This design comes from an exercise in tuning for small area, a short achievable clock period and few clock cycles on the open sky130 flow, not from production work.
Only simulation tests tie the RTL to the original design; equivalence was not proved.

==> flow/design.v <==
module CONVCOR(
  input             clk,
  input             rst_n,
  input             in_valid,
  input      [15:0] in_a,
  input      [15:0] in_b,
  input             in_mode,
  output            out_valid,
  output     [35:0] out
);
reg  [3:0]  cnt;           
reg         mode;
reg  [15:0] a0, a1, a2, b0, b1, b2;
reg  [15:0] x;             
reg  [3:0]  yr_one, yr_two, yr_neg, yi_one, yi_two, yi_neg;
reg  [35:0] acc, r, q;
reg         uacc;          
reg         ld_r, ld_q;
reg         ov, o_r, o_q, o_a, o_s;
wire        start  = (cnt == 4'd0) & in_valid;
wire        mode_nx = start ? in_mode : mode;
wire [15:0] a_in   = mode_nx ? {in_a[7:0], in_a[15:8]} : in_a;
reg  [3:0]  cnt_nx;
always @(*) begin
  if (!rst_n)                                          cnt_nx = 4'd0;
  else if (cnt == 4'd0)                                cnt_nx = in_valid ? 4'd2 : 4'd0;
  else if ((mode && cnt == 4'd5) || (!mode && cnt == 4'd11)) cnt_nx = 4'd0;
  else                                                 cnt_nx = cnt + 4'd1;
end
reg [1:0] xs, ys;
reg       uacc_nx, ld_r_nx, ld_q_nx, ov_nx, o_r_nx, o_q_nx, o_a_nx, o_s_nx;
always @(*) begin
  xs = 2'd3; ys = 2'd3;
  uacc_nx = 1'b0; ld_r_nx = 1'b0; ld_q_nx = 1'b0;
  ov_nx = 1'b0; o_r_nx = 1'b0; o_q_nx = 1'b0; o_a_nx = 1'b0; o_s_nx = 1'b0;
  if (mode_nx) begin
    case (cnt_nx)
      4'd3: uacc_nx = 1'b1;
      4'd4: uacc_nx = 1'b1;
      4'd5: begin ov_nx = 1'b1; o_s_nx = 1'b1; end
      default: ;
    endcase
  end else begin
    case (cnt_nx)
      4'd2:  begin ld_r_nx = 1'b1; end
      4'd3:  begin xs = 2'd0; end
      4'd4:  begin xs = 2'd1; ys = 2'd0; uacc_nx = 1'b1; ld_q_nx = 1'b1; end
      4'd5:  begin xs = 2'd1; ys = 2'd1; end
      4'd6:  begin xs = 2'd0; ys = 2'd2; uacc_nx = 1'b1; end
      4'd7:  begin xs = 2'd2; ys = 2'd0; uacc_nx = 1'b1; ld_r_nx = 1'b1; ov_nx = 1'b1; o_r_nx = 1'b1; end
      4'd8:  begin xs = 2'd1; ys = 2'd2; ov_nx = 1'b1; o_q_nx = 1'b1; end
      4'd9:  begin xs = 2'd2; ys = 2'd1; uacc_nx = 1'b1; ld_q_nx = 1'b1; ov_nx = 1'b1; o_r_nx = 1'b1; end
      4'd10: begin xs = 2'd2; ys = 2'd2; ov_nx = 1'b1; o_q_nx = 1'b1; end
      4'd11: begin ov_nx = 1'b1; o_a_nx = 1'b1; end
      default: ;
    endcase
  end
end
always @(posedge clk) begin
  cnt  <= cnt_nx;
  mode <= mode_nx;
  uacc <= uacc_nx; ld_r <= ld_r_nx; ld_q <= ld_q_nx;
  ov  <= ov_nx; o_r <= o_r_nx; o_q <= o_q_nx; o_a <= o_a_nx; o_s <= o_s_nx;
end
always @(posedge clk) begin
  if (start)           begin a0 <= a_in; b0 <= in_b; end
  if (cnt == 4'd2)     begin a1 <= a_in; b1 <= in_b; end
  if (cnt == 4'd3)     begin a2 <= a_in; b2 <= in_b; end
end
wire [15:0] x_nx = (xs == 2'd0) ? a0 : (xs == 2'd1) ? a1 : (xs == 2'd2) ? a2 : a_in;
wire [15:0] y_nx = (ys == 2'd0) ? b0 : (ys == 2'd1) ? b1 : (ys == 2'd2) ? b2 : in_b;
function [11:0] booth;   
  input [7:0] v;
  integer k;
  reg b2, b1, b0;
  begin
    for (k = 0; k < 4; k = k + 1) begin
      b2 = v[2*k+1]; b1 = v[2*k]; b0 = (k == 0) ? 1'b0 : v[2*k-1];
      booth[k]     = b1 ^ b0;
      booth[4+k]   = (b2 & ~b1 & ~b0) | (~b2 & b1 & b0);
      booth[8+k]   = b2;
    end
  end
endfunction
wire [11:0] eyr = booth(y_nx[15:8]);
wire [11:0] eyi = booth(y_nx[7:0]);
always @(posedge clk) begin
  x <= x_nx;
  {yr_neg[3:0], yr_two[3:0], yr_one[3:0]} <= eyr;
  {yi_neg[3:0], yi_two[3:0], yi_one[3:0]} <= eyi;
end
wire [35:0] accg = {36{uacc}} & acc;
wire [17:0] sr, si;
cmac_e u_mac (.xr(x[15:8]), .xi(x[7:0]),
              .yr_one(yr_one[3:0]), .yr_two(yr_two[3:0]), .yr_neg(yr_neg[3:0]),
              .yi_one(yi_one[3:0]), .yi_two(yi_two[3:0]), .yi_neg(yi_neg[3:0]),
              .accr(accg[35:18]), .acci(accg[17:0]), .sr(sr), .si(si));
wire [35:0] sum = {sr, si};
always @(posedge clk) begin
  acc <= sum;
  if (ld_r) r <= sum;
  if (ld_q) q <= sum;
end
assign out_valid = ov;
assign out = ({36{o_r}} & r) | ({36{o_q}} & q) | ({36{o_a}} & acc) |
             ({36{o_s}} & {acc[17:0], acc[35:18]});
endmodule
module cmac_e(
  input  [7:0] xr, input [7:0] xi,
  input [3:0] yr_one, input [3:0] yr_two, input [3:0] yr_neg,
  input [3:0] yi_one, input [3:0] yi_two, input [3:0] yi_neg,
  input  [17:0] accr, input [17:0] acci,
  output [17:0] sr, output [17:0] si
);
  wire n_w1 = (yr_one[0] & xr[0]) ^ yr_neg[0];
  wire n_w2 = ((yr_one[0] & xr[1]) | (yr_two[0] & xr[0])) ^ yr_neg[0];
  wire n_w3 = ((yr_one[0] & xr[2]) | (yr_two[0] & xr[1])) ^ yr_neg[0];
  wire n_w4 = ((yr_one[0] & xr[3]) | (yr_two[0] & xr[2])) ^ yr_neg[0];
  wire n_w5 = ((yr_one[0] & xr[4]) | (yr_two[0] & xr[3])) ^ yr_neg[0];
  wire n_w6 = ((yr_one[0] & xr[5]) | (yr_two[0] & xr[4])) ^ yr_neg[0];
  wire n_w7 = ((yr_one[0] & xr[6]) | (yr_two[0] & xr[5])) ^ yr_neg[0];
  wire n_w8 = ((yr_one[0] & xr[7]) | (yr_two[0] & xr[6])) ^ yr_neg[0];
  wire n_w9 = ((yr_one[0] & xr[7]) | (yr_two[0] & xr[7])) ^ yr_neg[0];
  wire n_w10 = ~n_w9;
  wire n_w11 = yr_neg[0];
  wire n_w12 = (yr_one[1] & xr[0]) ^ yr_neg[1];
  wire n_w13 = ((yr_one[1] & xr[1]) | (yr_two[1] & xr[0])) ^ yr_neg[1];
  wire n_w14 = ((yr_one[1] & xr[2]) | (yr_two[1] & xr[1])) ^ yr_neg[1];
  wire n_w15 = ((yr_one[1] & xr[3]) | (yr_two[1] & xr[2])) ^ yr_neg[1];
  wire n_w16 = ((yr_one[1] & xr[4]) | (yr_two[1] & xr[3])) ^ yr_neg[1];
  wire n_w17 = ((yr_one[1] & xr[5]) | (yr_two[1] & xr[4])) ^ yr_neg[1];
  wire n_w18 = ((yr_one[1] & xr[6]) | (yr_two[1] & xr[5])) ^ yr_neg[1];
  wire n_w19 = ((yr_one[1] & xr[7]) | (yr_two[1] & xr[6])) ^ yr_neg[1];
  wire n_w20 = ((yr_one[1] & xr[7]) | (yr_two[1] & xr[7])) ^ yr_neg[1];
  wire n_w21 = ~n_w20;
  wire n_w22 = yr_neg[1];
  wire n_w23 = (yr_one[2] & xr[0]) ^ yr_neg[2];
  wire n_w24 = ((yr_one[2] & xr[1]) | (yr_two[2] & xr[0])) ^ yr_neg[2];
  wire n_w25 = ((yr_one[2] & xr[2]) | (yr_two[2] & xr[1])) ^ yr_neg[2];
  wire n_w26 = ((yr_one[2] & xr[3]) | (yr_two[2] & xr[2])) ^ yr_neg[2];
  wire n_w27 = ((yr_one[2] & xr[4]) | (yr_two[2] & xr[3])) ^ yr_neg[2];
  wire n_w28 = ((yr_one[2] & xr[5]) | (yr_two[2] & xr[4])) ^ yr_neg[2];
  wire n_w29 = ((yr_one[2] & xr[6]) | (yr_two[2] & xr[5])) ^ yr_neg[2];
  wire n_w30 = ((yr_one[2] & xr[7]) | (yr_two[2] & xr[6])) ^ yr_neg[2];
  wire n_w31 = ((yr_one[2] & xr[7]) | (yr_two[2] & xr[7])) ^ yr_neg[2];
  wire n_w32 = ~n_w31;
  wire n_w33 = yr_neg[2];
  wire n_w34 = (yr_one[3] & xr[0]) ^ yr_neg[3];
  wire n_w35 = ((yr_one[3] & xr[1]) | (yr_two[3] & xr[0])) ^ yr_neg[3];
  wire n_w36 = ((yr_one[3] & xr[2]) | (yr_two[3] & xr[1])) ^ yr_neg[3];
  wire n_w37 = ((yr_one[3] & xr[3]) | (yr_two[3] & xr[2])) ^ yr_neg[3];
  wire n_w38 = ((yr_one[3] & xr[4]) | (yr_two[3] & xr[3])) ^ yr_neg[3];
  wire n_w39 = ((yr_one[3] & xr[5]) | (yr_two[3] & xr[4])) ^ yr_neg[3];
  wire n_w40 = ((yr_one[3] & xr[6]) | (yr_two[3] & xr[5])) ^ yr_neg[3];
  wire n_w41 = ((yr_one[3] & xr[7]) | (yr_two[3] & xr[6])) ^ yr_neg[3];
  wire n_w42 = ((yr_one[3] & xr[7]) | (yr_two[3] & xr[7])) ^ yr_neg[3];
  wire n_w43 = ~n_w42;
  wire n_w44 = yr_neg[3];
  wire n_w45 = (yi_one[0] & xi[0]) ^ ~yi_neg[0];
  wire n_w46 = ((yi_one[0] & xi[1]) | (yi_two[0] & xi[0])) ^ ~yi_neg[0];
  wire n_w47 = ((yi_one[0] & xi[2]) | (yi_two[0] & xi[1])) ^ ~yi_neg[0];
  wire n_w48 = ((yi_one[0] & xi[3]) | (yi_two[0] & xi[2])) ^ ~yi_neg[0];
  wire n_w49 = ((yi_one[0] & xi[4]) | (yi_two[0] & xi[3])) ^ ~yi_neg[0];
  wire n_w50 = ((yi_one[0] & xi[5]) | (yi_two[0] & xi[4])) ^ ~yi_neg[0];
  wire n_w51 = ((yi_one[0] & xi[6]) | (yi_two[0] & xi[5])) ^ ~yi_neg[0];
  wire n_w52 = ((yi_one[0] & xi[7]) | (yi_two[0] & xi[6])) ^ ~yi_neg[0];
  wire n_w53 = ((yi_one[0] & xi[7]) | (yi_two[0] & xi[7])) ^ ~yi_neg[0];
  wire n_w54 = ~n_w53;
  wire n_w55 = ~yi_neg[0];
  wire n_w56 = (yi_one[1] & xi[0]) ^ ~yi_neg[1];
  wire n_w57 = ((yi_one[1] & xi[1]) | (yi_two[1] & xi[0])) ^ ~yi_neg[1];
  wire n_w58 = ((yi_one[1] & xi[2]) | (yi_two[1] & xi[1])) ^ ~yi_neg[1];
  wire n_w59 = ((yi_one[1] & xi[3]) | (yi_two[1] & xi[2])) ^ ~yi_neg[1];
  wire n_w60 = ((yi_one[1] & xi[4]) | (yi_two[1] & xi[3])) ^ ~yi_neg[1];
  wire n_w61 = ((yi_one[1] & xi[5]) | (yi_two[1] & xi[4])) ^ ~yi_neg[1];
  wire n_w62 = ((yi_one[1] & xi[6]) | (yi_two[1] & xi[5])) ^ ~yi_neg[1];
  wire n_w63 = ((yi_one[1] & xi[7]) | (yi_two[1] & xi[6])) ^ ~yi_neg[1];
  wire n_w64 = ((yi_one[1] & xi[7]) | (yi_two[1] & xi[7])) ^ ~yi_neg[1];
  wire n_w65 = ~n_w64;
  wire n_w66 = ~yi_neg[1];
  wire n_w67 = (yi_one[2] & xi[0]) ^ ~yi_neg[2];
  wire n_w68 = ((yi_one[2] & xi[1]) | (yi_two[2] & xi[0])) ^ ~yi_neg[2];
  wire n_w69 = ((yi_one[2] & xi[2]) | (yi_two[2] & xi[1])) ^ ~yi_neg[2];
  wire n_w70 = ((yi_one[2] & xi[3]) | (yi_two[2] & xi[2])) ^ ~yi_neg[2];
  wire n_w71 = ((yi_one[2] & xi[4]) | (yi_two[2] & xi[3])) ^ ~yi_neg[2];
  wire n_w72 = ((yi_one[2] & xi[5]) | (yi_two[2] & xi[4])) ^ ~yi_neg[2];
  wire n_w73 = ((yi_one[2] & xi[6]) | (yi_two[2] & xi[5])) ^ ~yi_neg[2];
  wire n_w74 = ((yi_one[2] & xi[7]) | (yi_two[2] & xi[6])) ^ ~yi_neg[2];
  wire n_w75 = ((yi_one[2] & xi[7]) | (yi_two[2] & xi[7])) ^ ~yi_neg[2];
  wire n_w76 = ~n_w75;
  wire n_w77 = ~yi_neg[2];
  wire n_w78 = (yi_one[3] & xi[0]) ^ ~yi_neg[3];
  wire n_w79 = ((yi_one[3] & xi[1]) | (yi_two[3] & xi[0])) ^ ~yi_neg[3];
  wire n_w80 = ((yi_one[3] & xi[2]) | (yi_two[3] & xi[1])) ^ ~yi_neg[3];
  wire n_w81 = ((yi_one[3] & xi[3]) | (yi_two[3] & xi[2])) ^ ~yi_neg[3];
  wire n_w82 = ((yi_one[3] & xi[4]) | (yi_two[3] & xi[3])) ^ ~yi_neg[3];
  wire n_w83 = ((yi_one[3] & xi[5]) | (yi_two[3] & xi[4])) ^ ~yi_neg[3];
  wire n_w84 = ((yi_one[3] & xi[6]) | (yi_two[3] & xi[5])) ^ ~yi_neg[3];
  wire n_w85 = ((yi_one[3] & xi[7]) | (yi_two[3] & xi[6])) ^ ~yi_neg[3];
  wire n_w86 = ((yi_one[3] & xi[7]) | (yi_two[3] & xi[7])) ^ ~yi_neg[3];
  wire n_w87 = ~n_w86;
  wire n_w88 = ~yi_neg[3];
  wire r_w89 = n_w7 ^ n_w16 ^ n_w25;
  wire r_w90 = (n_w7 & n_w16) | (n_w7 & n_w25) | (n_w16 & n_w25);
  wire r_w91 = n_w8 ^ n_w17;
  wire r_w92 = n_w8 & n_w17;
  wire r_w93 = n_w10 ^ n_w18;
  wire r_w94 = n_w10 & n_w18;
  wire r_w95 = n_w3 ^ n_w12;
  wire r_w96 = n_w3 & n_w12;
  wire r_w97 = n_w5 ^ n_w14 ^ n_w23;
  wire r_w98 = (n_w5 & n_w14) | (n_w5 & n_w23) | (n_w14 & n_w23);
  wire r_w99 = n_w33 ^ n_w49;
  wire r_w100 = n_w33 & n_w49;
  wire r_w101 = n_w6 ^ n_w15 ^ n_w24;
  wire r_w102 = (n_w6 & n_w15) | (n_w6 & n_w24) | (n_w15 & n_w24);
  wire r_w103 = n_w50 ^ n_w59;
  wire r_w104 = n_w50 & n_w59;
  wire r_w105 = n_w34 ^ n_w44 ^ n_w51;
  wire r_w106 = (n_w34 & n_w44) | (n_w34 & n_w51) | (n_w44 & n_w51);
  wire r_w107 = n_w60 ^ n_w69 ^ n_w78;
  wire r_w108 = (n_w60 & n_w69) | (n_w60 & n_w78) | (n_w69 & n_w78);
  wire r_w109 = n_w88 ^ accr[6];
  wire r_w110 = n_w88 & accr[6];
  wire r_w111 = n_w26 ^ n_w35 ^ n_w52;
  wire r_w112 = (n_w26 & n_w35) | (n_w26 & n_w52) | (n_w35 & n_w52);
  wire r_w113 = n_w61 ^ n_w70 ^ n_w79;
  wire r_w114 = (n_w61 & n_w70) | (n_w61 & n_w79) | (n_w70 & n_w79);
  wire r_w115 = accr[7] ^ r_w91 ^ r_w90;
  wire r_w116 = (accr[7] & r_w91) | (accr[7] & r_w90) | (r_w91 & r_w90);
  wire r_w117 = n_w27 ^ n_w36 ^ n_w54;
  wire r_w118 = (n_w27 & n_w36) | (n_w27 & n_w54) | (n_w36 & n_w54);
  wire r_w119 = n_w62 ^ n_w71 ^ n_w80;
  wire r_w120 = (n_w62 & n_w71) | (n_w62 & n_w80) | (n_w71 & n_w80);
  wire r_w121 = accr[8] ^ r_w93 ^ r_w92;
  wire r_w122 = (accr[8] & r_w93) | (accr[8] & r_w92) | (r_w93 & r_w92);
  wire r_w123 = n_w19 ^ n_w28 ^ n_w37;
  wire r_w124 = (n_w19 & n_w28) | (n_w19 & n_w37) | (n_w28 & n_w37);
  wire r_w125 = n_w63 ^ n_w72 ^ n_w81;
  wire r_w126 = (n_w63 & n_w72) | (n_w63 & n_w81) | (n_w72 & n_w81);
  wire r_w127 = accr[9] ^ 1'b1 ^ r_w94;
  wire r_w128 = (accr[9] & 1'b1) | (accr[9] & r_w94) | (1'b1 & r_w94);
  wire r_w129 = n_w21 ^ n_w29 ^ n_w38;
  wire r_w130 = (n_w21 & n_w29) | (n_w21 & n_w38) | (n_w29 & n_w38);
  wire r_w131 = n_w65 ^ n_w73 ^ n_w82;
  wire r_w132 = (n_w65 & n_w73) | (n_w65 & n_w82) | (n_w73 & n_w82);
  wire r_w133 = accr[10] ^ 1'b1;
  wire r_w134 = accr[10] & 1'b1;
  wire r_w135 = n_w30 ^ n_w39 ^ n_w74;
  wire r_w136 = (n_w30 & n_w39) | (n_w30 & n_w74) | (n_w39 & n_w74);
  wire r_w137 = n_w32 ^ n_w40;
  wire r_w138 = n_w32 & n_w40;
  wire r_w139 = n_w1 ^ n_w11;
  wire r_w140 = n_w1 & n_w11;
  wire r_w141 = n_w22 ^ n_w47 ^ n_w56;
  wire r_w142 = (n_w22 & n_w47) | (n_w22 & n_w56) | (n_w47 & n_w56);
  wire r_w143 = n_w4 ^ n_w13 ^ n_w48;
  wire r_w144 = (n_w4 & n_w13) | (n_w4 & n_w48) | (n_w13 & n_w48);
  wire r_w145 = n_w57 ^ accr[3];
  wire r_w146 = n_w57 & accr[3];
  wire r_w147 = n_w58 ^ n_w67 ^ n_w77;
  wire r_w148 = (n_w58 & n_w67) | (n_w58 & n_w77) | (n_w67 & n_w77);
  wire r_w149 = accr[4] ^ r_w97 ^ r_w99;
  wire r_w150 = (accr[4] & r_w97) | (accr[4] & r_w99) | (r_w97 & r_w99);
  wire r_w151 = n_w68 ^ accr[5] ^ r_w101;
  wire r_w152 = (n_w68 & accr[5]) | (n_w68 & r_w101) | (accr[5] & r_w101);
  wire r_w153 = r_w103 ^ r_w98 ^ r_w100;
  wire r_w154 = (r_w103 & r_w98) | (r_w103 & r_w100) | (r_w98 & r_w100);
  wire r_w155 = r_w89 ^ r_w105 ^ r_w107;
  wire r_w156 = (r_w89 & r_w105) | (r_w89 & r_w107) | (r_w105 & r_w107);
  wire r_w157 = r_w109 ^ r_w102 ^ r_w104;
  wire r_w158 = (r_w109 & r_w102) | (r_w109 & r_w104) | (r_w102 & r_w104);
  wire r_w159 = r_w111 ^ r_w113 ^ r_w115;
  wire r_w160 = (r_w111 & r_w113) | (r_w111 & r_w115) | (r_w113 & r_w115);
  wire r_w161 = r_w106 ^ r_w108 ^ r_w110;
  wire r_w162 = (r_w106 & r_w108) | (r_w106 & r_w110) | (r_w108 & r_w110);
  wire r_w163 = r_w117 ^ r_w119 ^ r_w121;
  wire r_w164 = (r_w117 & r_w119) | (r_w117 & r_w121) | (r_w119 & r_w121);
  wire r_w165 = r_w112 ^ r_w114 ^ r_w116;
  wire r_w166 = (r_w112 & r_w114) | (r_w112 & r_w116) | (r_w114 & r_w116);
  wire r_w167 = r_w123 ^ r_w125 ^ r_w127;
  wire r_w168 = (r_w123 & r_w125) | (r_w123 & r_w127) | (r_w125 & r_w127);
  wire r_w169 = r_w118 ^ r_w120 ^ r_w122;
  wire r_w170 = (r_w118 & r_w120) | (r_w118 & r_w122) | (r_w120 & r_w122);
  wire r_w171 = r_w129 ^ r_w131 ^ r_w133;
  wire r_w172 = (r_w129 & r_w131) | (r_w129 & r_w133) | (r_w131 & r_w133);
  wire r_w173 = r_w124 ^ r_w126 ^ r_w128;
  wire r_w174 = (r_w124 & r_w126) | (r_w124 & r_w128) | (r_w126 & r_w128);
  wire r_w175 = n_w83 ^ accr[11] ^ r_w135;
  wire r_w176 = (n_w83 & accr[11]) | (n_w83 & r_w135) | (accr[11] & r_w135);
  wire r_w177 = r_w130 ^ r_w132 ^ r_w134;
  wire r_w178 = (r_w130 & r_w132) | (r_w130 & r_w134) | (r_w132 & r_w134);
  wire r_w179 = n_w76 ^ n_w84 ^ accr[12];
  wire r_w180 = (n_w76 & n_w84) | (n_w76 & accr[12]) | (n_w84 & accr[12]);
  wire r_w181 = 1'b1 ^ r_w137 ^ r_w136;
  wire r_w182 = (1'b1 & r_w137) | (1'b1 & r_w136) | (r_w137 & r_w136);
  wire r_w183 = n_w41 ^ n_w85 ^ accr[13];
  wire r_w184 = (n_w41 & n_w85) | (n_w41 & accr[13]) | (n_w85 & accr[13]);
  wire r_w185 = n_w43 ^ n_w87;
  wire r_w186 = n_w43 & n_w87;
  wire r_w187 = n_w45 ^ n_w55;
  wire r_w188 = n_w45 & n_w55;
  wire r_w189 = n_w2 ^ n_w46 ^ accr[1];
  wire r_w190 = (n_w2 & n_w46) | (n_w2 & accr[1]) | (n_w46 & accr[1]);
  wire r_w191 = n_w66 ^ accr[2] ^ r_w95;
  wire r_w192 = (n_w66 & accr[2]) | (n_w66 & r_w95) | (accr[2] & r_w95);
  wire r_w193 = r_w96 ^ r_w143 ^ r_w145;
  wire r_w194 = (r_w96 & r_w143) | (r_w96 & r_w145) | (r_w143 & r_w145);
  wire r_w195 = r_w147 ^ r_w149 ^ r_w144;
  wire r_w196 = (r_w147 & r_w149) | (r_w147 & r_w144) | (r_w149 & r_w144);
  wire r_w197 = r_w151 ^ r_w153 ^ r_w148;
  wire r_w198 = (r_w151 & r_w153) | (r_w151 & r_w148) | (r_w153 & r_w148);
  wire r_w199 = r_w155 ^ r_w157 ^ r_w152;
  wire r_w200 = (r_w155 & r_w157) | (r_w155 & r_w152) | (r_w157 & r_w152);
  wire r_w201 = r_w159 ^ r_w161 ^ r_w156;
  wire r_w202 = (r_w159 & r_w161) | (r_w159 & r_w156) | (r_w161 & r_w156);
  wire r_w203 = r_w163 ^ r_w165 ^ r_w160;
  wire r_w204 = (r_w163 & r_w165) | (r_w163 & r_w160) | (r_w165 & r_w160);
  wire r_w205 = r_w167 ^ r_w169 ^ r_w164;
  wire r_w206 = (r_w167 & r_w169) | (r_w167 & r_w164) | (r_w169 & r_w164);
  wire r_w207 = r_w171 ^ r_w173 ^ r_w168;
  wire r_w208 = (r_w171 & r_w173) | (r_w171 & r_w168) | (r_w173 & r_w168);
  wire r_w209 = r_w175 ^ r_w177 ^ r_w172;
  wire r_w210 = (r_w175 & r_w177) | (r_w175 & r_w172) | (r_w177 & r_w172);
  wire r_w211 = r_w179 ^ r_w181 ^ r_w176;
  wire r_w212 = (r_w179 & r_w181) | (r_w179 & r_w176) | (r_w181 & r_w176);
  wire r_w213 = r_w138 ^ r_w183 ^ r_w180;
  wire r_w214 = (r_w138 & r_w183) | (r_w138 & r_w180) | (r_w183 & r_w180);
  wire r_w215 = accr[14] ^ 1'b1 ^ r_w185;
  wire r_w216 = (accr[14] & 1'b1) | (accr[14] & r_w185) | (1'b1 & r_w185);
  wire r_w217 = accr[0] ^ r_w139;
  wire r_w218 = accr[0] & r_w139;
  wire r_w219 = r_w140 ^ r_w189 ^ r_w188;
  wire r_w220 = (r_w140 & r_w189) | (r_w140 & r_w188) | (r_w189 & r_w188);
  wire r_w221 = r_w141 ^ r_w191 ^ r_w190;
  wire r_w222 = (r_w141 & r_w191) | (r_w141 & r_w190) | (r_w191 & r_w190);
  wire r_w223 = r_w142 ^ r_w193 ^ r_w192;
  wire r_w224 = (r_w142 & r_w193) | (r_w142 & r_w192) | (r_w193 & r_w192);
  wire r_w225 = r_w146 ^ r_w195 ^ r_w194;
  wire r_w226 = (r_w146 & r_w195) | (r_w146 & r_w194) | (r_w195 & r_w194);
  wire r_w227 = r_w150 ^ r_w197 ^ r_w196;
  wire r_w228 = (r_w150 & r_w197) | (r_w150 & r_w196) | (r_w197 & r_w196);
  wire r_w229 = r_w154 ^ r_w199 ^ r_w198;
  wire r_w230 = (r_w154 & r_w199) | (r_w154 & r_w198) | (r_w199 & r_w198);
  wire r_w231 = r_w158 ^ r_w201 ^ r_w200;
  wire r_w232 = (r_w158 & r_w201) | (r_w158 & r_w200) | (r_w201 & r_w200);
  wire r_w233 = r_w162 ^ r_w203 ^ r_w202;
  wire r_w234 = (r_w162 & r_w203) | (r_w162 & r_w202) | (r_w203 & r_w202);
  wire r_w235 = r_w166 ^ r_w205 ^ r_w204;
  wire r_w236 = (r_w166 & r_w205) | (r_w166 & r_w204) | (r_w205 & r_w204);
  wire r_w237 = r_w170 ^ r_w207 ^ r_w206;
  wire r_w238 = (r_w170 & r_w207) | (r_w170 & r_w206) | (r_w207 & r_w206);
  wire r_w239 = r_w174 ^ r_w209 ^ r_w208;
  wire r_w240 = (r_w174 & r_w209) | (r_w174 & r_w208) | (r_w209 & r_w208);
  wire r_w241 = r_w178 ^ r_w211 ^ r_w210;
  wire r_w242 = (r_w178 & r_w211) | (r_w178 & r_w210) | (r_w211 & r_w210);
  wire r_w243 = r_w182 ^ r_w213 ^ r_w212;
  wire r_w244 = (r_w182 & r_w213) | (r_w182 & r_w212) | (r_w213 & r_w212);
  wire r_w245 = r_w184 ^ r_w215 ^ r_w214;
  wire r_w246 = (r_w184 & r_w215) | (r_w184 & r_w214) | (r_w215 & r_w214);
  wire r_w247 = accr[15] ^ r_w186 ^ r_w216;
  wire r_w248 = (accr[15] & r_w186) | (accr[15] & r_w216) | (r_w186 & r_w216);
  wire r_w249 = accr[16] ^ 1'b1;
  wire r_w250 = accr[16] & 1'b1;
  wire r_w251 = accr[17] ^ 1'b1;
  wire r_w252 = accr[17] & 1'b1;
  wire [17:0] r_ra = {r_w251, r_w249, r_w247, r_w245, r_w243, r_w241, r_w239, r_w237, r_w235, r_w233, r_w231, r_w229, r_w227, r_w225, r_w223, r_w221, r_w219, r_w187};
  wire [17:0] r_rb = {r_w250, r_w248, r_w246, r_w244, r_w242, r_w240, r_w238, r_w236, r_w234, r_w232, r_w230, r_w228, r_w226, r_w224, r_w222, r_w220, r_w218, r_w217};
  assign sr = r_ra + r_rb;
  wire r_w253 = (yi_one[0] & xr[0]) ^ yi_neg[0];
  wire r_w254 = ((yi_one[0] & xr[1]) | (yi_two[0] & xr[0])) ^ yi_neg[0];
  wire r_w255 = ((yi_one[0] & xr[2]) | (yi_two[0] & xr[1])) ^ yi_neg[0];
  wire r_w256 = ((yi_one[0] & xr[3]) | (yi_two[0] & xr[2])) ^ yi_neg[0];
  wire r_w257 = ((yi_one[0] & xr[4]) | (yi_two[0] & xr[3])) ^ yi_neg[0];
  wire r_w258 = ((yi_one[0] & xr[5]) | (yi_two[0] & xr[4])) ^ yi_neg[0];
  wire r_w259 = ((yi_one[0] & xr[6]) | (yi_two[0] & xr[5])) ^ yi_neg[0];
  wire r_w260 = ((yi_one[0] & xr[7]) | (yi_two[0] & xr[6])) ^ yi_neg[0];
  wire r_w261 = ((yi_one[0] & xr[7]) | (yi_two[0] & xr[7])) ^ yi_neg[0];
  wire r_w262 = ~r_w261;
  wire r_w263 = yi_neg[0];
  wire r_w264 = (yi_one[1] & xr[0]) ^ yi_neg[1];
  wire r_w265 = ((yi_one[1] & xr[1]) | (yi_two[1] & xr[0])) ^ yi_neg[1];
  wire r_w266 = ((yi_one[1] & xr[2]) | (yi_two[1] & xr[1])) ^ yi_neg[1];
  wire r_w267 = ((yi_one[1] & xr[3]) | (yi_two[1] & xr[2])) ^ yi_neg[1];
  wire r_w268 = ((yi_one[1] & xr[4]) | (yi_two[1] & xr[3])) ^ yi_neg[1];
  wire r_w269 = ((yi_one[1] & xr[5]) | (yi_two[1] & xr[4])) ^ yi_neg[1];
  wire r_w270 = ((yi_one[1] & xr[6]) | (yi_two[1] & xr[5])) ^ yi_neg[1];
  wire r_w271 = ((yi_one[1] & xr[7]) | (yi_two[1] & xr[6])) ^ yi_neg[1];
  wire r_w272 = ((yi_one[1] & xr[7]) | (yi_two[1] & xr[7])) ^ yi_neg[1];
  wire r_w273 = ~r_w272;
  wire r_w274 = yi_neg[1];
  wire r_w275 = (yi_one[2] & xr[0]) ^ yi_neg[2];
  wire r_w276 = ((yi_one[2] & xr[1]) | (yi_two[2] & xr[0])) ^ yi_neg[2];
  wire r_w277 = ((yi_one[2] & xr[2]) | (yi_two[2] & xr[1])) ^ yi_neg[2];
  wire r_w278 = ((yi_one[2] & xr[3]) | (yi_two[2] & xr[2])) ^ yi_neg[2];
  wire r_w279 = ((yi_one[2] & xr[4]) | (yi_two[2] & xr[3])) ^ yi_neg[2];
  wire r_w280 = ((yi_one[2] & xr[5]) | (yi_two[2] & xr[4])) ^ yi_neg[2];
  wire r_w281 = ((yi_one[2] & xr[6]) | (yi_two[2] & xr[5])) ^ yi_neg[2];
  wire r_w282 = ((yi_one[2] & xr[7]) | (yi_two[2] & xr[6])) ^ yi_neg[2];
  wire r_w283 = ((yi_one[2] & xr[7]) | (yi_two[2] & xr[7])) ^ yi_neg[2];
  wire r_w284 = ~r_w283;
  wire r_w285 = yi_neg[2];
  wire r_w286 = (yi_one[3] & xr[0]) ^ yi_neg[3];
  wire r_w287 = ((yi_one[3] & xr[1]) | (yi_two[3] & xr[0])) ^ yi_neg[3];
  wire r_w288 = ((yi_one[3] & xr[2]) | (yi_two[3] & xr[1])) ^ yi_neg[3];
  wire r_w289 = ((yi_one[3] & xr[3]) | (yi_two[3] & xr[2])) ^ yi_neg[3];
  wire r_w290 = ((yi_one[3] & xr[4]) | (yi_two[3] & xr[3])) ^ yi_neg[3];
  wire r_w291 = ((yi_one[3] & xr[5]) | (yi_two[3] & xr[4])) ^ yi_neg[3];
  wire r_w292 = ((yi_one[3] & xr[6]) | (yi_two[3] & xr[5])) ^ yi_neg[3];
  wire r_w293 = ((yi_one[3] & xr[7]) | (yi_two[3] & xr[6])) ^ yi_neg[3];
  wire r_w294 = ((yi_one[3] & xr[7]) | (yi_two[3] & xr[7])) ^ yi_neg[3];
  wire r_w295 = ~r_w294;
  wire r_w296 = yi_neg[3];
  wire r_w297 = (yr_one[0] & xi[0]) ^ yr_neg[0];
  wire r_w298 = ((yr_one[0] & xi[1]) | (yr_two[0] & xi[0])) ^ yr_neg[0];
  wire r_w299 = ((yr_one[0] & xi[2]) | (yr_two[0] & xi[1])) ^ yr_neg[0];
  wire r_w300 = ((yr_one[0] & xi[3]) | (yr_two[0] & xi[2])) ^ yr_neg[0];
  wire r_w301 = ((yr_one[0] & xi[4]) | (yr_two[0] & xi[3])) ^ yr_neg[0];
  wire r_w302 = ((yr_one[0] & xi[5]) | (yr_two[0] & xi[4])) ^ yr_neg[0];
  wire r_w303 = ((yr_one[0] & xi[6]) | (yr_two[0] & xi[5])) ^ yr_neg[0];
  wire r_w304 = ((yr_one[0] & xi[7]) | (yr_two[0] & xi[6])) ^ yr_neg[0];
  wire r_w305 = ((yr_one[0] & xi[7]) | (yr_two[0] & xi[7])) ^ yr_neg[0];
  wire r_w306 = ~r_w305;
  wire r_w307 = yr_neg[0];
  wire r_w308 = (yr_one[1] & xi[0]) ^ yr_neg[1];
  wire r_w309 = ((yr_one[1] & xi[1]) | (yr_two[1] & xi[0])) ^ yr_neg[1];
  wire r_w310 = ((yr_one[1] & xi[2]) | (yr_two[1] & xi[1])) ^ yr_neg[1];
  wire r_w311 = ((yr_one[1] & xi[3]) | (yr_two[1] & xi[2])) ^ yr_neg[1];
  wire r_w312 = ((yr_one[1] & xi[4]) | (yr_two[1] & xi[3])) ^ yr_neg[1];
  wire r_w313 = ((yr_one[1] & xi[5]) | (yr_two[1] & xi[4])) ^ yr_neg[1];
  wire r_w314 = ((yr_one[1] & xi[6]) | (yr_two[1] & xi[5])) ^ yr_neg[1];
  wire r_w315 = ((yr_one[1] & xi[7]) | (yr_two[1] & xi[6])) ^ yr_neg[1];
  wire r_w316 = ((yr_one[1] & xi[7]) | (yr_two[1] & xi[7])) ^ yr_neg[1];
  wire r_w317 = ~r_w316;
  wire r_w318 = yr_neg[1];
  wire r_w319 = (yr_one[2] & xi[0]) ^ yr_neg[2];
  wire r_w320 = ((yr_one[2] & xi[1]) | (yr_two[2] & xi[0])) ^ yr_neg[2];
  wire r_w321 = ((yr_one[2] & xi[2]) | (yr_two[2] & xi[1])) ^ yr_neg[2];
  wire r_w322 = ((yr_one[2] & xi[3]) | (yr_two[2] & xi[2])) ^ yr_neg[2];
  wire r_w323 = ((yr_one[2] & xi[4]) | (yr_two[2] & xi[3])) ^ yr_neg[2];
  wire r_w324 = ((yr_one[2] & xi[5]) | (yr_two[2] & xi[4])) ^ yr_neg[2];
  wire r_w325 = ((yr_one[2] & xi[6]) | (yr_two[2] & xi[5])) ^ yr_neg[2];
  wire r_w326 = ((yr_one[2] & xi[7]) | (yr_two[2] & xi[6])) ^ yr_neg[2];
  wire r_w327 = ((yr_one[2] & xi[7]) | (yr_two[2] & xi[7])) ^ yr_neg[2];
  wire r_w328 = ~r_w327;
  wire r_w329 = yr_neg[2];
  wire r_w330 = (yr_one[3] & xi[0]) ^ yr_neg[3];
  wire r_w331 = ((yr_one[3] & xi[1]) | (yr_two[3] & xi[0])) ^ yr_neg[3];
  wire r_w332 = ((yr_one[3] & xi[2]) | (yr_two[3] & xi[1])) ^ yr_neg[3];
  wire r_w333 = ((yr_one[3] & xi[3]) | (yr_two[3] & xi[2])) ^ yr_neg[3];
  wire r_w334 = ((yr_one[3] & xi[4]) | (yr_two[3] & xi[3])) ^ yr_neg[3];
  wire r_w335 = ((yr_one[3] & xi[5]) | (yr_two[3] & xi[4])) ^ yr_neg[3];
  wire r_w336 = ((yr_one[3] & xi[6]) | (yr_two[3] & xi[5])) ^ yr_neg[3];
  wire r_w337 = ((yr_one[3] & xi[7]) | (yr_two[3] & xi[6])) ^ yr_neg[3];
  wire r_w338 = ((yr_one[3] & xi[7]) | (yr_two[3] & xi[7])) ^ yr_neg[3];
  wire r_w339 = ~r_w338;
  wire r_w340 = yr_neg[3];
  wire i_w341 = r_w259 ^ r_w268 ^ r_w277;
  wire i_w342 = (r_w259 & r_w268) | (r_w259 & r_w277) | (r_w268 & r_w277);
  wire i_w343 = r_w260 ^ r_w269;
  wire i_w344 = r_w260 & r_w269;
  wire i_w345 = r_w262 ^ r_w270;
  wire i_w346 = r_w262 & r_w270;
  wire i_w347 = r_w255 ^ r_w264;
  wire i_w348 = r_w255 & r_w264;
  wire i_w349 = r_w257 ^ r_w266 ^ r_w275;
  wire i_w350 = (r_w257 & r_w266) | (r_w257 & r_w275) | (r_w266 & r_w275);
  wire i_w351 = r_w285 ^ r_w301;
  wire i_w352 = r_w285 & r_w301;
  wire i_w353 = r_w258 ^ r_w267 ^ r_w276;
  wire i_w354 = (r_w258 & r_w267) | (r_w258 & r_w276) | (r_w267 & r_w276);
  wire i_w355 = r_w302 ^ r_w311;
  wire i_w356 = r_w302 & r_w311;
  wire i_w357 = r_w286 ^ r_w296 ^ r_w303;
  wire i_w358 = (r_w286 & r_w296) | (r_w286 & r_w303) | (r_w296 & r_w303);
  wire i_w359 = r_w312 ^ r_w321 ^ r_w330;
  wire i_w360 = (r_w312 & r_w321) | (r_w312 & r_w330) | (r_w321 & r_w330);
  wire i_w361 = r_w340 ^ acci[6];
  wire i_w362 = r_w340 & acci[6];
  wire i_w363 = r_w278 ^ r_w287 ^ r_w304;
  wire i_w364 = (r_w278 & r_w287) | (r_w278 & r_w304) | (r_w287 & r_w304);
  wire i_w365 = r_w313 ^ r_w322 ^ r_w331;
  wire i_w366 = (r_w313 & r_w322) | (r_w313 & r_w331) | (r_w322 & r_w331);
  wire i_w367 = acci[7] ^ i_w343 ^ i_w342;
  wire i_w368 = (acci[7] & i_w343) | (acci[7] & i_w342) | (i_w343 & i_w342);
  wire i_w369 = r_w279 ^ r_w288 ^ r_w306;
  wire i_w370 = (r_w279 & r_w288) | (r_w279 & r_w306) | (r_w288 & r_w306);
  wire i_w371 = r_w314 ^ r_w323 ^ r_w332;
  wire i_w372 = (r_w314 & r_w323) | (r_w314 & r_w332) | (r_w323 & r_w332);
  wire i_w373 = acci[8] ^ i_w345 ^ i_w344;
  wire i_w374 = (acci[8] & i_w345) | (acci[8] & i_w344) | (i_w345 & i_w344);
  wire i_w375 = r_w271 ^ r_w280 ^ r_w289;
  wire i_w376 = (r_w271 & r_w280) | (r_w271 & r_w289) | (r_w280 & r_w289);
  wire i_w377 = r_w315 ^ r_w324 ^ r_w333;
  wire i_w378 = (r_w315 & r_w324) | (r_w315 & r_w333) | (r_w324 & r_w333);
  wire i_w379 = acci[9] ^ 1'b1 ^ i_w346;
  wire i_w380 = (acci[9] & 1'b1) | (acci[9] & i_w346) | (1'b1 & i_w346);
  wire i_w381 = r_w273 ^ r_w281 ^ r_w290;
  wire i_w382 = (r_w273 & r_w281) | (r_w273 & r_w290) | (r_w281 & r_w290);
  wire i_w383 = r_w317 ^ r_w325 ^ r_w334;
  wire i_w384 = (r_w317 & r_w325) | (r_w317 & r_w334) | (r_w325 & r_w334);
  wire i_w385 = acci[10] ^ 1'b1;
  wire i_w386 = acci[10] & 1'b1;
  wire i_w387 = r_w282 ^ r_w291 ^ r_w326;
  wire i_w388 = (r_w282 & r_w291) | (r_w282 & r_w326) | (r_w291 & r_w326);
  wire i_w389 = r_w284 ^ r_w292;
  wire i_w390 = r_w284 & r_w292;
  wire i_w391 = r_w253 ^ r_w263;
  wire i_w392 = r_w253 & r_w263;
  wire i_w393 = r_w274 ^ r_w299 ^ r_w308;
  wire i_w394 = (r_w274 & r_w299) | (r_w274 & r_w308) | (r_w299 & r_w308);
  wire i_w395 = r_w256 ^ r_w265 ^ r_w300;
  wire i_w396 = (r_w256 & r_w265) | (r_w256 & r_w300) | (r_w265 & r_w300);
  wire i_w397 = r_w309 ^ acci[3];
  wire i_w398 = r_w309 & acci[3];
  wire i_w399 = r_w310 ^ r_w319 ^ r_w329;
  wire i_w400 = (r_w310 & r_w319) | (r_w310 & r_w329) | (r_w319 & r_w329);
  wire i_w401 = acci[4] ^ i_w349 ^ i_w351;
  wire i_w402 = (acci[4] & i_w349) | (acci[4] & i_w351) | (i_w349 & i_w351);
  wire i_w403 = r_w320 ^ acci[5] ^ i_w353;
  wire i_w404 = (r_w320 & acci[5]) | (r_w320 & i_w353) | (acci[5] & i_w353);
  wire i_w405 = i_w355 ^ i_w350 ^ i_w352;
  wire i_w406 = (i_w355 & i_w350) | (i_w355 & i_w352) | (i_w350 & i_w352);
  wire i_w407 = i_w341 ^ i_w357 ^ i_w359;
  wire i_w408 = (i_w341 & i_w357) | (i_w341 & i_w359) | (i_w357 & i_w359);
  wire i_w409 = i_w361 ^ i_w354 ^ i_w356;
  wire i_w410 = (i_w361 & i_w354) | (i_w361 & i_w356) | (i_w354 & i_w356);
  wire i_w411 = i_w363 ^ i_w365 ^ i_w367;
  wire i_w412 = (i_w363 & i_w365) | (i_w363 & i_w367) | (i_w365 & i_w367);
  wire i_w413 = i_w358 ^ i_w360 ^ i_w362;
  wire i_w414 = (i_w358 & i_w360) | (i_w358 & i_w362) | (i_w360 & i_w362);
  wire i_w415 = i_w369 ^ i_w371 ^ i_w373;
  wire i_w416 = (i_w369 & i_w371) | (i_w369 & i_w373) | (i_w371 & i_w373);
  wire i_w417 = i_w364 ^ i_w366 ^ i_w368;
  wire i_w418 = (i_w364 & i_w366) | (i_w364 & i_w368) | (i_w366 & i_w368);
  wire i_w419 = i_w375 ^ i_w377 ^ i_w379;
  wire i_w420 = (i_w375 & i_w377) | (i_w375 & i_w379) | (i_w377 & i_w379);
  wire i_w421 = i_w370 ^ i_w372 ^ i_w374;
  wire i_w422 = (i_w370 & i_w372) | (i_w370 & i_w374) | (i_w372 & i_w374);
  wire i_w423 = i_w381 ^ i_w383 ^ i_w385;
  wire i_w424 = (i_w381 & i_w383) | (i_w381 & i_w385) | (i_w383 & i_w385);
  wire i_w425 = i_w376 ^ i_w378 ^ i_w380;
  wire i_w426 = (i_w376 & i_w378) | (i_w376 & i_w380) | (i_w378 & i_w380);
  wire i_w427 = r_w335 ^ acci[11] ^ i_w387;
  wire i_w428 = (r_w335 & acci[11]) | (r_w335 & i_w387) | (acci[11] & i_w387);
  wire i_w429 = i_w382 ^ i_w384 ^ i_w386;
  wire i_w430 = (i_w382 & i_w384) | (i_w382 & i_w386) | (i_w384 & i_w386);
  wire i_w431 = r_w328 ^ r_w336 ^ acci[12];
  wire i_w432 = (r_w328 & r_w336) | (r_w328 & acci[12]) | (r_w336 & acci[12]);
  wire i_w433 = 1'b1 ^ i_w389 ^ i_w388;
  wire i_w434 = (1'b1 & i_w389) | (1'b1 & i_w388) | (i_w389 & i_w388);
  wire i_w435 = r_w293 ^ r_w337 ^ acci[13];
  wire i_w436 = (r_w293 & r_w337) | (r_w293 & acci[13]) | (r_w337 & acci[13]);
  wire i_w437 = r_w295 ^ r_w339;
  wire i_w438 = r_w295 & r_w339;
  wire i_w439 = r_w297 ^ r_w307;
  wire i_w440 = r_w297 & r_w307;
  wire i_w441 = r_w254 ^ r_w298 ^ acci[1];
  wire i_w442 = (r_w254 & r_w298) | (r_w254 & acci[1]) | (r_w298 & acci[1]);
  wire i_w443 = r_w318 ^ acci[2] ^ i_w347;
  wire i_w444 = (r_w318 & acci[2]) | (r_w318 & i_w347) | (acci[2] & i_w347);
  wire i_w445 = i_w348 ^ i_w395 ^ i_w397;
  wire i_w446 = (i_w348 & i_w395) | (i_w348 & i_w397) | (i_w395 & i_w397);
  wire i_w447 = i_w399 ^ i_w401 ^ i_w396;
  wire i_w448 = (i_w399 & i_w401) | (i_w399 & i_w396) | (i_w401 & i_w396);
  wire i_w449 = i_w403 ^ i_w405 ^ i_w400;
  wire i_w450 = (i_w403 & i_w405) | (i_w403 & i_w400) | (i_w405 & i_w400);
  wire i_w451 = i_w407 ^ i_w409 ^ i_w404;
  wire i_w452 = (i_w407 & i_w409) | (i_w407 & i_w404) | (i_w409 & i_w404);
  wire i_w453 = i_w411 ^ i_w413 ^ i_w408;
  wire i_w454 = (i_w411 & i_w413) | (i_w411 & i_w408) | (i_w413 & i_w408);
  wire i_w455 = i_w415 ^ i_w417 ^ i_w412;
  wire i_w456 = (i_w415 & i_w417) | (i_w415 & i_w412) | (i_w417 & i_w412);
  wire i_w457 = i_w419 ^ i_w421 ^ i_w416;
  wire i_w458 = (i_w419 & i_w421) | (i_w419 & i_w416) | (i_w421 & i_w416);
  wire i_w459 = i_w423 ^ i_w425 ^ i_w420;
  wire i_w460 = (i_w423 & i_w425) | (i_w423 & i_w420) | (i_w425 & i_w420);
  wire i_w461 = i_w427 ^ i_w429 ^ i_w424;
  wire i_w462 = (i_w427 & i_w429) | (i_w427 & i_w424) | (i_w429 & i_w424);
  wire i_w463 = i_w431 ^ i_w433 ^ i_w428;
  wire i_w464 = (i_w431 & i_w433) | (i_w431 & i_w428) | (i_w433 & i_w428);
  wire i_w465 = i_w390 ^ i_w435 ^ i_w432;
  wire i_w466 = (i_w390 & i_w435) | (i_w390 & i_w432) | (i_w435 & i_w432);
  wire i_w467 = acci[14] ^ 1'b1 ^ i_w437;
  wire i_w468 = (acci[14] & 1'b1) | (acci[14] & i_w437) | (1'b1 & i_w437);
  wire i_w469 = acci[0] ^ i_w391;
  wire i_w470 = acci[0] & i_w391;
  wire i_w471 = i_w392 ^ i_w441 ^ i_w440;
  wire i_w472 = (i_w392 & i_w441) | (i_w392 & i_w440) | (i_w441 & i_w440);
  wire i_w473 = i_w393 ^ i_w443 ^ i_w442;
  wire i_w474 = (i_w393 & i_w443) | (i_w393 & i_w442) | (i_w443 & i_w442);
  wire i_w475 = i_w394 ^ i_w445 ^ i_w444;
  wire i_w476 = (i_w394 & i_w445) | (i_w394 & i_w444) | (i_w445 & i_w444);
  wire i_w477 = i_w398 ^ i_w447 ^ i_w446;
  wire i_w478 = (i_w398 & i_w447) | (i_w398 & i_w446) | (i_w447 & i_w446);
  wire i_w479 = i_w402 ^ i_w449 ^ i_w448;
  wire i_w480 = (i_w402 & i_w449) | (i_w402 & i_w448) | (i_w449 & i_w448);
  wire i_w481 = i_w406 ^ i_w451 ^ i_w450;
  wire i_w482 = (i_w406 & i_w451) | (i_w406 & i_w450) | (i_w451 & i_w450);
  wire i_w483 = i_w410 ^ i_w453 ^ i_w452;
  wire i_w484 = (i_w410 & i_w453) | (i_w410 & i_w452) | (i_w453 & i_w452);
  wire i_w485 = i_w414 ^ i_w455 ^ i_w454;
  wire i_w486 = (i_w414 & i_w455) | (i_w414 & i_w454) | (i_w455 & i_w454);
  wire i_w487 = i_w418 ^ i_w457 ^ i_w456;
  wire i_w488 = (i_w418 & i_w457) | (i_w418 & i_w456) | (i_w457 & i_w456);
  wire i_w489 = i_w422 ^ i_w459 ^ i_w458;
  wire i_w490 = (i_w422 & i_w459) | (i_w422 & i_w458) | (i_w459 & i_w458);
  wire i_w491 = i_w426 ^ i_w461 ^ i_w460;
  wire i_w492 = (i_w426 & i_w461) | (i_w426 & i_w460) | (i_w461 & i_w460);
  wire i_w493 = i_w430 ^ i_w463 ^ i_w462;
  wire i_w494 = (i_w430 & i_w463) | (i_w430 & i_w462) | (i_w463 & i_w462);
  wire i_w495 = i_w434 ^ i_w465 ^ i_w464;
  wire i_w496 = (i_w434 & i_w465) | (i_w434 & i_w464) | (i_w465 & i_w464);
  wire i_w497 = i_w436 ^ i_w467 ^ i_w466;
  wire i_w498 = (i_w436 & i_w467) | (i_w436 & i_w466) | (i_w467 & i_w466);
  wire i_w499 = acci[15] ^ i_w438 ^ i_w468;
  wire i_w500 = (acci[15] & i_w438) | (acci[15] & i_w468) | (i_w438 & i_w468);
  wire i_w501 = acci[16] ^ 1'b1;
  wire i_w502 = acci[16] & 1'b1;
  wire i_w503 = acci[17] ^ 1'b1;
  wire i_w504 = acci[17] & 1'b1;
  wire [17:0] i_ra = {i_w503, i_w501, i_w499, i_w497, i_w495, i_w493, i_w491, i_w489, i_w487, i_w485, i_w483, i_w481, i_w479, i_w477, i_w475, i_w473, i_w471, i_w439};
  wire [17:0] i_rb = {i_w502, i_w500, i_w498, i_w496, i_w494, i_w492, i_w490, i_w488, i_w486, i_w484, i_w482, i_w480, i_w478, i_w476, i_w474, i_w472, i_w470, i_w469};
  assign si = i_ra + i_rb;
endmodule
==> flow/flow/run.sh <==
#!/bin/bash
set -euo pipefail
bash standard.sh SETUP_SLACK_MARGIN=7 finish > make_finish.log 2>&1
==> flow/standard.sh <==
#!/bin/bash
# synth_recipe.tcl (not shown) runs the flow's synth.tcl, then flattens the netlist and writes it again
# the make line also repeats each setting of config.mk as NAME=value (left out here)
make -C /OpenROAD-flow-scripts/flow DESIGN_CONFIG=/design/flow/config.mk WORK_HOME=/design/flow/orfs CLKGATE_MAP_FILE= SYNTH_SCRIPT=/design/flow/synth_recipe.tcl "${@:-finish}"
==> flow/config.mk <==
export PLATFORM = sky130hd
export DESIGN_NAME = CONVCOR
export DESIGN_NICKNAME = CONVCOR
export VERILOG_FILES = /design/flow/design.v
export SDC_FILE = /design/flow/constraint.sdc
export NUM_CORES = 4
export LEC_CHECK = 0
export CAP_MARGIN = 20
export CORE_MARGIN = 2
export CORE_UTILIZATION = 40
export SLEW_MARGIN = 20
==> flow/constraint.sdc <==
create_clock -name core_clock -period 10.0 [get_ports {clk}]
set_input_delay 2.0000 -clock core_clock [delete_from_list [all_inputs] [get_ports {clk}]]
set_output_delay 2.0000 -clock core_clock [all_outputs]
set_load 0.01 [all_outputs]
==> impl_metrics.py <==
metrics = {
    "routing": {
        "drtIter0Drc": 1061,
        "first_pass_iters": 6,
        "routed_wl_um": 55900,
        "ant_nets": 0,
        "viasPerCell": 5.58,
        "vias": 13600,
        "remaining_drc_errors": 0,
        "wl_per_cell_um": 22.9,
    },
    "setup_path": {
        "r2r_end": "q[16]",
        "crit_path_start_kind": "flip-flop",
        "r2r-start": "yi_one[3]",
        "reg2reg_slack_ns": 4.88,
        "crit_fanout": 18,
        "ff2ff_path_depth": 17,
        "end_kind": "flip-flop",
        "required_ns": 10.34,
        "cp-startpoint": "yi_one[3]",
        "cp.arrival_ns": 5.45,
        "critPathKind": "flip-flop to flip-flop",
    },
    "logic_synthesis": {
        "yosysWarnings": 1,
        "syn_area_mm2": 0.0175,
        "yosysUniqueCellTypes": 68,
        "synth_flop_cell": "edfxtp_1",
        "ys_ff_latch": 257,
        "synth_edf_count": 168,
        "synth.avg_cell_area_um2": 10.7,
        "synthArstFlopShare_pct": 0,
        "syn-num-nets": 1866,
        "netlist_instances": 1634,
        "synth_seq_area_share_pct": 39.0,
    },
    "timing": {
        "tns_ns": 0,
        "skew_ns": 0.00945,
        "max_freq_ghz": 0.195,
        "worst_pin_slew_ns": 1.08,
        "hold_viol": 0,
        "final_max_slew_viol_count": 0,
        "rsz0062_at_grt": "yes",
        "finalSetupViolCount": 0,
        "fin_crit_sh_pct": 51.2,
        "hold_slack_ns": 0.498,
        "relSlewSlack_pct": 28.0,
        "fin_crit_ns": 5.12,
    },
    "die": {
        "fp.coreArea_mm2": 0.0432,
        "dieArea_mm2": 0.0454,
        "die_w_um": 213,
        "start_util_pct": 40.5,
        "die_y_um": 213,
        "placementRows": 76,
        "ioPinCount": 73,
    },
    "placed_design": {
        "dp_hpwl_um": 31600,
        "io_buffers": 72,
        "gp_congestion": 0.857,
        "place_area_mm2": 0.0192,
        "dp_cells": 2196,
    },
    "clock_network": {
        "htree_levels": 1,
        "clk_latency_ns": 0.56,
        "clk_pin_slew_worst_paths_ns": 0.06,
        "cts_hold_buf": 0,
        "numCtsBuffers": 28,
        "cts_num_sinks": 257,
        "tritoncts": "yes",
        "clock_path_buffers": 3,
        "cts_root_buf": "clkbuf_16",
    },
    "final_layout": {
        "mostFrequentLayoutCell": "edfxtp_1",
        "final_cell_mix": "168 x edfxtp_1, 143 x inv_1, 116 x fa_1, 108 x nand2_1, 105 x buf_4",
        "finalInstanceArea_mm2": 0.0239,
        "nets": 2070,
        "drive_gt1_share_pct": 35.8,
        "layout.cells.non_filler": 2445,
        "diodes": 0,
        "area_growth_syn_to_layout_pct": 36.5,
    },
    "global_route": {
        "grt_pass1_vias": 14100,
        "grt_max_degree": 37,
        "grt.overflow.total": 0,
        "grt_usage_pct": 24.1,
        "grt_antenna_before_repair": 0,
        "grt_pass1_wl_um": 83300,
    },
    "worst_hold_path": {
        "worstHoldStart": "b0[7]",
        "hp-class": "flip-flop to flip-flop",
        "holdPathStages": 2,
        "whs_endpoint": "yi_neg[3]",
    },
    "flow_run": {
        "maxCapViolCount": 0,
    },
    "status": {
        "outcome": "timing/DRC/antenna clean",
    },
}
## sequential cells by signal, summed over array words and instances, names as in the netlist, 4 cells and up
signal	flops
a0	16
a1	16
a2	16
acc	36
b0	16
b1	16
b2	16
cnt	4
q	36
r	36
x	16
yi_neg	4
yi_one	4
yi_two	4
yr_neg	4
yr_one	4
yr_two	4
## cell usage after synthesis (4+ instances only)
cell	instances	share of area, %
nor2b_1	6	0.21
nor2_1	32	0.69
a21oi_1	31	0.89
nand3b_1	4	0.17
a21o_1	8	0.34
dfxtp_1	89	10
or3_1	10	0.36
a311oi_1	8	0.40
clkbuf_1	90	1.9
and2_1	36	1.3
ha_1	70	5.0
nand2b_1	10	0.36
xor2_1	50	2.5
a211o_1	7	0.35
o31ai_1	4	0.17
nand3_1	28	0.80
buf_2	9	0.26
mux2i_1	58	3.3
buf_1	11	0.24
fa_1	126	14
o211ai_1	10	0.43
a22oi_1	184	7.9
nand2_1	144	3.1
and3_1	7	0.25
a21boi_0	4	0.17
o21ai_0	46	1.3
edfxtp_1	168	29
xnor2_1	124	6.2
inv_1	156	3.3
a31oi_1	7	0.25
nor3_1	21	0.60
o21bai_1	5	0.21
o21a_1	5	0.21
or2_2	6	0.21
a311o_1	6	0.34
## layout make-up
cell class,instances,area (um2)
multi-input cells,1108,11700
repair buffers,281,2970
clock inverters,11,92.6
flip-flops and latches,257,6950
well taps,585,732
clock buffers,41,863
fillers,3598,19300
repair inverters,2,15.0
inverters,160,622
## through the flow
stage | utilization, % | setup slack (ns)
2_1_floorplan | - | 4.18
3_3_place_gp | 44.4 | 3.07
3_5_place_dp | 44.4 | 2.89
4_1_cts | 53.3 | 4.93
5_1_grt | 55.3 | 4.77
6_report | 55.3 | 4.88
## logic make-up (layout without fill, tap and decap cells)
logic type	Yosys count	after routing	share of synthesized area [%]
muxes	61	62	3.51
adders and majority gates	196	196	19.4
buffers and inverters	273	495	5.98
and+or+nand+nor	323	324	9.01
xor gates and xnor gates	174	174	8.71
DFF	257	257	39.0
AOI/OAI and AO/OA	350	352	14.4
## worst max path at each step
stage | to | slack, ns | cells past startpoint
6_report | q[16] | 4.88 | 17
5_1_grt | q[16] | 4.77 | 20
3_3_place_gp | yr_two[2] | 3.07 | 11
2_1_floorplan | yr_two[3] | 4.18 | 12
4_1_cts | r[17] | 4.93 | 14
3_5_place_dp | yi_two[3] | 2.89 | 11
## per-layer routing
layer,vias to the layer above,GRT usage (%),part of all wire (%)
li1,6137,-,-
met1,6777,31.2,41
met2,590,41.0,48
met3,131,3.59,6.6
met4,0,8.84,3.7
met5,-,0,0
## repair_timing
| action | CTS | global route |
|---|---|---|
| pin swaps | 136 | 77 |
| resized for setup | 521 | 126 |
| setup endpoints to repair | 237 | 230 |
| buffers inserted | 146 | 31 |
| gates cloned | 17 | 3 |
## critical path, cell delays in order (launching register included)
cell       delay [ns]
dfxtp_2          0.59
a22oi_1          0.18
xnor2_1          0.18
fa_1             0.53
inv_1            0.06
fa_1             0.53
inv_1            0.05
fa_1             0.47
inv_1            0.05
fa_1             0.54
ha_4             0.24
a2111oi_4        0.44
buf_4            0.18
buf_6            0.09
a21boi_4         0.20
o21ai_2          0.10
a211o_1          0.28
o211ai_1         0.18
Testbench counts, summed over its fixed seeds: cycles 19,068.

==> static timing again, ports no longer ideal <==
The results above use ideal ports. As a check the final layout listed here was re-extracted and re-timed, cells and wires unchanged. Step 1: set_driving_cell puts a clkbuf_16 on clk and a buf_2 on each other input, an assumption about the parent block. Step 2 also shifts input and output timing later by t, the mid clock arrival at the registers, as if the neighbouring blocks saw the same clock. Slacks: ideal / step 1 / step 2; pairs: ideal / step 1.
t, ns: 0.611
setup WS [ns]: 4.884 / 4.884 / 4.884
hold WS [ns]: 0.498 / 0.498 / 0.498
latest minus earliest clock arrival (ns): 0.013 / 0.013
After both steps setup and hold are still met in this run. The setup slack of this run moves by 0.000 ns with the drivers and by 0.000 ns with both steps.
